Context: an optimization exercise on an open-source flow, tuned for small area, a short achievable clock period and few clock cycles. The choices shown serve that exercise and are no tape-out recipe. At most, simulation tests tie the RTL to the original design; equivalence was not proved. Power is estimated from default activity; no workload was simulated.

## rle
module rle (
	clk,
	nreset,
	start,
	message_addr,
	message_size,
	rle_addr,
	rle_size,
	done,
        port_A_data_in,
        port_A_data_out,
        port_A_addr,
        port_A_we
	);
input	clk;
input	nreset;
input	start;
input 	[31:0] message_addr;
input	[31:0] message_size;
input	[31:0] rle_addr;
input   [31:0] port_A_data_out;
output  [31:0] port_A_data_in;
output  [15:0] port_A_addr;
output  port_A_we;
output	[31:0] rle_size;
output	done;
reg        busy;       
reg        done_r;
reg        we;         
reg        aM;         
reg        aR;         
reg        dv;         
reg        lastw;      
reg        fl;         
reg        fls;        
reg [13:0] ra;         
reg [13:0] wa;         
reg [10:0] wleft;      
reg [1:0]  nvl;        
reg [7:0]  val;        
reg [7:0]  cnt;        
reg        have;       
reg        hi;         
reg [13:0] np;         
reg [3:0]  kq;         
reg [4:0]  T;          
reg [15:0] q0, q1, q2, q3, q4;
wire [7:0] b0 = port_A_data_out[7:0];
wire [7:0] b1 = port_A_data_out[15:8];
wire [7:0] b2 = port_A_data_out[23:16];
wire [7:0] b3 = port_A_data_out[31:24];
assign port_A_we = we;
assign port_A_data_in = {q1, q0};
wire [13:0] pa = aM ? message_addr[15:2] : aR ? ra : wa;
wire [12:0] szm1 = message_size[12:0] - 13'd1;    
wire [13:0] pa1 = pa + 14'd1;           
assign port_A_addr = {pa, 2'b00};
assign rle_size = {17'd0, np, 1'b0};    
assign done = done_r;
wire part = lastw & (nvl != 2'd0);      
wire v1 = ~part | (nvl[1]);             
wire v2 = ~part | (nvl == 2'd3);        
wire v3 = ~part;                        
wire x0 = (b0 == val);
wire x1 = (b1 == b0);
wire x2 = (b2 == b1);
wire x3 = (b3 == b2);
wire s0 = hi & (cnt[1:0] == 2'd3);
wire s1 = hi & (cnt[1:0] == 2'd2);
wire s2 = hi & (cnt[1:0] == 2'd1);
wire s3 = hi & (cnt[1:0] == 2'd0);
wire B0 = ~have | ~x0 | s0;
wire B1 = v1 & (~x1 | (x0 & s1));
wire B2 = v2 & (~x2 | (x0 & x1 & s2));
wire B3 = v3 & (~x3 | (x0 & x1 & x2 & s3));
wire E0 = have & (~x0 | s0);
wire E1 = B1;
wire E2 = B2;
wire E3 = B3;
wire ke1 = E0 | E1 | E2 | E3;
wire ke2 = (E0 & (E1 | E2 | E3)) | (E1 & (E2 | E3)) | (E2 & E3);
wire ke3 = (E0 & E1 & (E2 | E3)) | (E2 & E3 & (E0 | E1));
wire ke4 = E0 & E1 & E2 & E3;
wire [7:0] cp1 = cnt + 8'd1;
wire [7:0] cp2 = cnt + 8'd2;
wire [7:0] cp3 = cnt + 8'd3;
wire n1a = E0 & E1;
  ...
Size: about 1200 cells after synthesis, roughly 150 flip-flops, about 210 I/O pins.
export LEC_CHECK = 0
export ABC_AREA = 1
export CAP_MARGIN = 20
export CORE_MARGIN = 2
export CORE_UTILIZATION = 60
export SETUP_SLACK_MARGIN = 2.2
export SLEW_MARGIN = 20
create_clock -name core_clock -period 5.0 [get_ports {clk}]
standard.sh (not shown) runs the stock make flow with config.mk's settings and CLKGATE_MAP_FILE= SYNTH_SCRIPT=/design/flow/synth_recipe.tcl, a recipe that flattens the netlist after the stock synthesis.
==> flow/flow/run.sh <==
#!/bin/bash
# The standard layout, with two changes:
# - every port is buffered by a plain buf_1 cell (the resizer may still size
#   it up) instead of the default delay buffer;
# - clock tree synthesis inserts no dummy loads.
set -euo pipefail
export BUFFER_PORTS_ARGS="-buffer_cell sky130_fd_sc_hd__buf_1"
export CTS_ARGS="-sink_clustering_enable -repair_clock_nets -dont_use_dummy_load -buf_list sky130_fd_sc_hd__clkbuf_8 -sink_clustering_size 20"
bash standard.sh > standard_flow.log 2>&1
Testbench counts at the start, summed over its fixed seeds: cycles 22,297.
==> next run, changes <==
ABC_AREA = not set   (was 1)
=>
- via count decreases by 12%
- synthesized area drops by about 6%
- non-clock buffer count went up by 37
- flip-flop and latch count stays the same
- cell count goes down by about 20%
- cell area increases by about 2.2%
- wire length came out lower by about 4%
- global-route usage goes up by 0.29 points
- power shrinks by about 0.9%
- register-to-register slack loses 0.19 ns
==> next run, changes <==
ABC_AREA = 1   (was not set)
CORE_UTILIZATION = 65   (was 60)
SETUP_SLACK_MARGIN = 2.3   (was 2.2)
Cell count goes up by 25%.
Global-route usage rose by 2.2 points.
Via count rose by 17%.
Total power increases by 2.6%.
Count of clock-buffer cells in the layout is unchanged.
Worst hold slack loses 0.0043 ns.
Final area came out lower by 0.41%.
Non-clock buffer count went down by 27.
==> next run, changes <==
CORE_UTILIZATION = 60   (was 65)
SETUP_SLACK_MARGIN = 2.2   (was 2.3)
TNS_END_PERCENT = 20   (was not set)
Effect:
- area after synthesis stays the same
- design area went down by a few percent
- power is lower slightly
- combinational power is lower by a few percent
- worst setup slack loses 0.13 ns
==> next run, changes <==
CORE_UTILIZATION = 55   (was 60)
TNS_END_PERCENT = not set   (was 20)
Outcome: The new run passed the timing, design-rule and antenna checks; sequential power hardly moves; clock-buffer cell count does not change; register-to-register slack got worse by 0.02 ns; area after synthesis stays the same; final area is higher slightly; setup slack improved by 0.059 ns.
==> next run, changes <==
CORE_UTILIZATION = 60   (was 55)
SETUP_SLACK_MARGIN = 2.35   (was 2.2)
TNS_END_PERCENT = 20   (was not set)
What happened:
- The changed run passed the timing, design-rule and antenna checks
- maximum frequency rose by 1.9%
- global-route usage rose by 1.6 points
- register-to-register slack improves by 0.03 ns
- die area fell by 8.1%
- cell area rose by 2.8%
- total power rose by 0.92%
- cell count fell by 0.63%
- sequential power hardly moves
- setup slack improves by 0.050 ns
- routed wire length rose by 2.3%
- clock-buffer cell count is unchanged

========
Setup of run B:
The RTL this note starts from:
==> flow/design.v <==
module rle (
	clk,
	nreset,
	start,
	message_addr,
	message_size,
	rle_addr,
	rle_size,
	done,
        port_A_data_in,
        port_A_data_out,
        port_A_addr,
        port_A_we
	);
input	clk;
input	nreset;
input	start;
input 	[31:0] message_addr;
input	[31:0] message_size;
input	[31:0] rle_addr;
input   [31:0] port_A_data_out;
output  [31:0] port_A_data_in;
output  [15:0] port_A_addr;
output  port_A_we;
output	[31:0] rle_size;
output	done;
reg        busy;       
reg        done_r;
reg        we;         
reg        aM;         
reg        aR;         
reg        dv;         
reg        fl;         
reg        fls;        
reg [13:0] ra;         
reg [13:0] wa;         
reg [10:0] wleft;      
reg [7:0]  val;        
reg [7:0]  cnt;        
reg        have;       
reg        hi;         
reg [13:0] np;         
reg [3:0]  kq;         
reg [4:0]  T;          
reg [15:0] q0, q1, q2, q3, q4;
wire [7:0] b0 = port_A_data_out[7:0];
wire [7:0] b1 = port_A_data_out[15:8];
wire [7:0] b2 = port_A_data_out[23:16];
wire [7:0] b3 = port_A_data_out[31:24];
assign port_A_we = we;
assign port_A_data_in = {q1, q0};
wire [13:0] pa = aM ? message_addr[15:2] : aR ? ra : wa;
wire [12:0] szm1 = message_size[12:0] - 13'd1;    
wire [13:0] pa1 = pa + 14'd1;           
assign port_A_addr = {pa, 2'b00};
assign rle_size = {17'd0, np, 1'b0};    
assign done = done_r;
wire lastw = (wleft == 11'd0);         
wire [1:0] nvl = message_size[1:0];   
wire part = lastw & (nvl != 2'd0);      
wire v1 = ~part | (nvl[1]);             
wire v2 = ~part | (nvl == 2'd3);        
wire v3 = ~part;                        
wire x0 = (b0 == val);
wire x1 = (b1 == b0);
wire x2 = (b2 == b1);
wire x3 = (b3 == b2);
wire s0 = hi & (cnt[1:0] == 2'd3);
wire s1 = hi & (cnt[1:0] == 2'd2);
wire s2 = hi & (cnt[1:0] == 2'd1);
wire s3 = hi & (cnt[1:0] == 2'd0);
wire B0 = ~have | ~x0 | s0;
wire B1 = v1 & (~x1 | (x0 & s1));
wire B2 = v2 & (~x2 | (x0 & x1 & s2));
wire B3 = v3 & (~x3 | (x0 & x1 & x2 & s3));
wire E0 = have & (~x0 | s0);
wire E1 = B1;
wire E2 = B2;
wire E3 = B3;
wire ke1 = E0 | E1 | E2 | E3;
wire ke2 = (E0 & (E1 | E2 | E3)) | (E1 & (E2 | E3)) | (E2 & E3);
wire ke3 = (E0 & E1 & (E2 | E3)) | (E2 & E3 & (E0 | E1));
wire ke4 = E0 & E1 & E2 & E3;
wire [7:0] cp1 = cnt + 8'd1;
wire [7:0] cp2 = cnt + 8'd2;
wire [7:0] cp3 = cnt + 8'd3;
wire n1a = E0 & E1;
wire n1b = (E0 | E1) & E2;
wire [1:0] n1c = n1a ? 2'd1 : n1b ? (E0 ? 2'd2 : 2'd1) : (E0 ? 2'd3 : E1 ? 2'd2 : 2'd1);
wire [15:0] N1 = {n1a ? b0 : n1b ? b1 : b2, 6'd0, n1c};
wire n2a = E0 & E1 & E2;
wire [1:0] n2c = n2a ? 2'd1 : (E2 ? 2'd1 : E1 ? 2'd2 : 2'd3);
wire [15:0] N2 = {n2a ? b1 : b2, 6'd0, n2c};
wire [15:0] N3 = {b2, 8'd1};
wire [2:0] nv = part ? {1'b0, nvl} : 3'd4;
wire [7:0] cnt_w = B3 ? 8'd1 : B2 ? {5'd0, nv - 3'd2} : B1 ? {5'd0, nv - 3'd1} :
                   B0 ? {5'd0, nv} : cnt + {5'd0, nv};
wire hi_w = ~(B0 | B1 | B2 | B3) & (part ? (cnt >= 8'd252 - {6'd0, nvl}) : (cnt >= 8'd248));
wire [7:0] val_w = ~v1 ? b0 : ~v2 ? b1 : ~v3 ? b2 : b3;
wire W1 = we ? T[2] : T[0];
wire W2 = we & T[3];
wire W3 = we & T[4];
wire room = ~W2;
wire fire = dv & room;                  
wire flush = fl & room;                 
wire ins = fire | flush;
wire sh = ins & W1;                     
wire [4:0] Tn = ({5{fire & W1}}  & {ke4, ke3, ke2, ke1, 1'b1}) |
                ({5{fire & ~W1}} & {1'b0, ke4, ke3, ke2, ke1}) |
                ({5{flush}}      & {3'b0, W1, 1'b1}) |
                ({5{~ins}}       & {2'b0, W3, W2, W1});
wire [3:0] kt = ({4{fire}} & {ke4, ke3, ke2, ke1}) | {3'b0, flush};
wire [15:0] M0 = (fl | E0) ? {val, cnt} : E1 ? {b0, cp1} : E2 ? {b1, cp2} : {b2, cp3};
wire we_n = flush | (fire & (W1 ? ke1 : ke2)) | (~ins & (W2 | (fls & W1)));
wire [15:0] S0 = we ? q2 : q0;
always @(posedge clk) begin
    if (~nreset) begin
        busy <= 1'b0;
        done_r <= 1'b0;
        we <= 1'b0;
        aM <= 1'b1;
        aR <= 1'b0;
    end
    else if (~busy) begin
        if (start) begin
            busy <= 1'b1;
            done_r <= 1'b0;
            we <= 1'b0;
            aM <= 1'b0;
            aR <= 1'b1;
            dv <= 1'b1;
            fl <= 1'b0;
            fls <= 1'b0;
            ra <= pa1;
            wa <= rle_addr[15:2];
            wleft <= szm1[12:2];
            cnt <= 8'd0;
            have <= 1'b0;
            hi <= 1'b0;
        end
    end
    else begin
        if (we) begin
            wa <= pa1;
            if (fire) dv <= 1'b0;
        end
        else begin
            if (wleft != 11'd0) begin
                ra <= pa1;
                wleft <= wleft - 11'd1;
                dv <= 1'b1;
            end
            else if (fire)
                dv <= 1'b0;
        end
        if (fire) begin
            val <= val_w;
            cnt <= cnt_w;
            have <= 1'b1;
            hi <= hi_w;
            if (lastw) fl <= 1'b1;
        end
        if (flush) begin
            fl <= 1'b0;
            fls <= 1'b1;
        end
        we <= we_n;
        aR <= ~we_n;
        if (we & fls & ~W1) begin
            busy <= 1'b0;
            done_r <= 1'b1;
            we <= 1'b0;
            aM <= 1'b1;
            aR <= 1'b0;
        end
    end
end
always @(posedge clk) begin
    kq <= busy ? kt : 4'd0;
    T <= busy ? Tn : 5'd0;
    if (start & ~busy)
        np <= 14'd0;
    else
        np <= np + {11'd0, kq[3], kq[1] & ~kq[3], (kq[0] & ~kq[1]) | (kq[2] & ~kq[3])};
    q0 <= ins ? (sh ? S0 : M0) : S0;
    q1 <= ins ? (sh ? M0 : N1) : q3;
    q2 <= ins ? (sh ? N1 : N2) : q4;
    q3 <= sh ? N2 : N3;
    q4 <= N3;
end
endmodule
==> flow/config.mk <==
export PLATFORM = sky130hd
export DESIGN_NAME = rle
export DESIGN_NICKNAME = rle
export VERILOG_FILES = /design/flow/design.v
export SDC_FILE = /design/flow/constraint.sdc
export NUM_CORES = 4
export LEC_CHECK = 0
export ABC_AREA = 1
export CAP_MARGIN = 5
export CORE_MARGIN = 2
export CORE_UTILIZATION = 60
export SETUP_SLACK_MARGIN = 2.2
export SLEW_MARGIN = 5
==> flow/constraint.sdc <==
create_clock -name core_clock -period 5.0 [get_ports {clk}]
set_input_delay 1.0000 -clock core_clock [delete_from_list [all_inputs] [get_ports {clk}]]
set_output_delay 1.0000 -clock core_clock [all_outputs]
set_load 0.01 [all_outputs]
Scripts as last shown in full above: flow/flow/run.sh
For run E, these inputs were changed with respect to run B:
diff --git a/flow/config.mk b/flow/config.mk
--- a/flow/config.mk
+++ b/flow/config.mk
@@ -8,3 +8,3 @@
 export ABC_AREA = 1
-export CAP_MARGIN = 5
+export CAP_MARGIN = 20
 export CORE_MARGIN = 2
@@ -12,2 +12,2 @@
 export SETUP_SLACK_MARGIN = 2.2
-export SLEW_MARGIN = 5
+export SLEW_MARGIN = 20
Notes after the runs:
From run B to run E, core utilization did not move at all.
Per the comparison of run E with run B, synthesized area essentially unchanged; number of cells in the design after placement essentially unchanged.
Function was not checked in any run of this note: the RTL went through the layout flow alone.

-- separate check: timing with driven ports --
In the flow no input, the clock included, has a driving cell. The finished layouts below were timed again as built, in two steps.
Step 1 assumes that a clkbuf_16 drives the clock port and a buf_2 every other input.
Step 2 moves the port delays by t, midway between the first and last clock arrival at a register: inputs arrive t later, outputs are due t later. That takes back most of the time a late clock gives input paths.
a / b / c = no drivers / after step 1 / after step 2; a / b = the first two.
run | t, ns | setup slack, ns | hold WS [ns] | slew at the worst register clock pin (ns)
the first run of note 1 | 0.488 | 2.295 / 2.253 / 1.921 | 0.442 / 0.442 / 0.442 | 0.08 / 0.08
the second run of note 1 | 0.465 | 2.164 / 2.155 / 1.691 | 0.446 / 0.446 / 0.446 | 0.08 / 0.08
the third run of note 1 | 0.482 | 2.358 / 2.319 / 1.913 | 0.442 / 0.442 / 0.442 | 0.08 / 0.08
the fourth run of note 1 | 0.491 | 2.230 / 2.189 / 1.871 | 0.442 / 0.442 / 0.442 | 0.08 / 0.08
the fifth run of note 1 | 0.496 | 2.289 / 2.247 / 1.856 | 0.443 / 0.443 / 0.443 | 0.09 / 0.09
the sixth run of note 1 | 0.487 | 2.339 / 2.296 / 1.938 | 0.443 / 0.443 / 0.443 | 0.09 / 0.08
run B | 0.476 | 2.326 / 2.299 / 1.863 | 0.442 / 0.442 / 0.442 | 0.08 / 0.08
run E | 0.476 | 2.326 / 2.299 / 1.863 | 0.442 / 0.442 / 0.442 | 0.08 / 0.08
After both steps setup and hold are still met in every run listed. The setup slack of the second run of note 1, which loses most, moves by -0.009 ns with the drivers and by -0.473 ns with both steps.
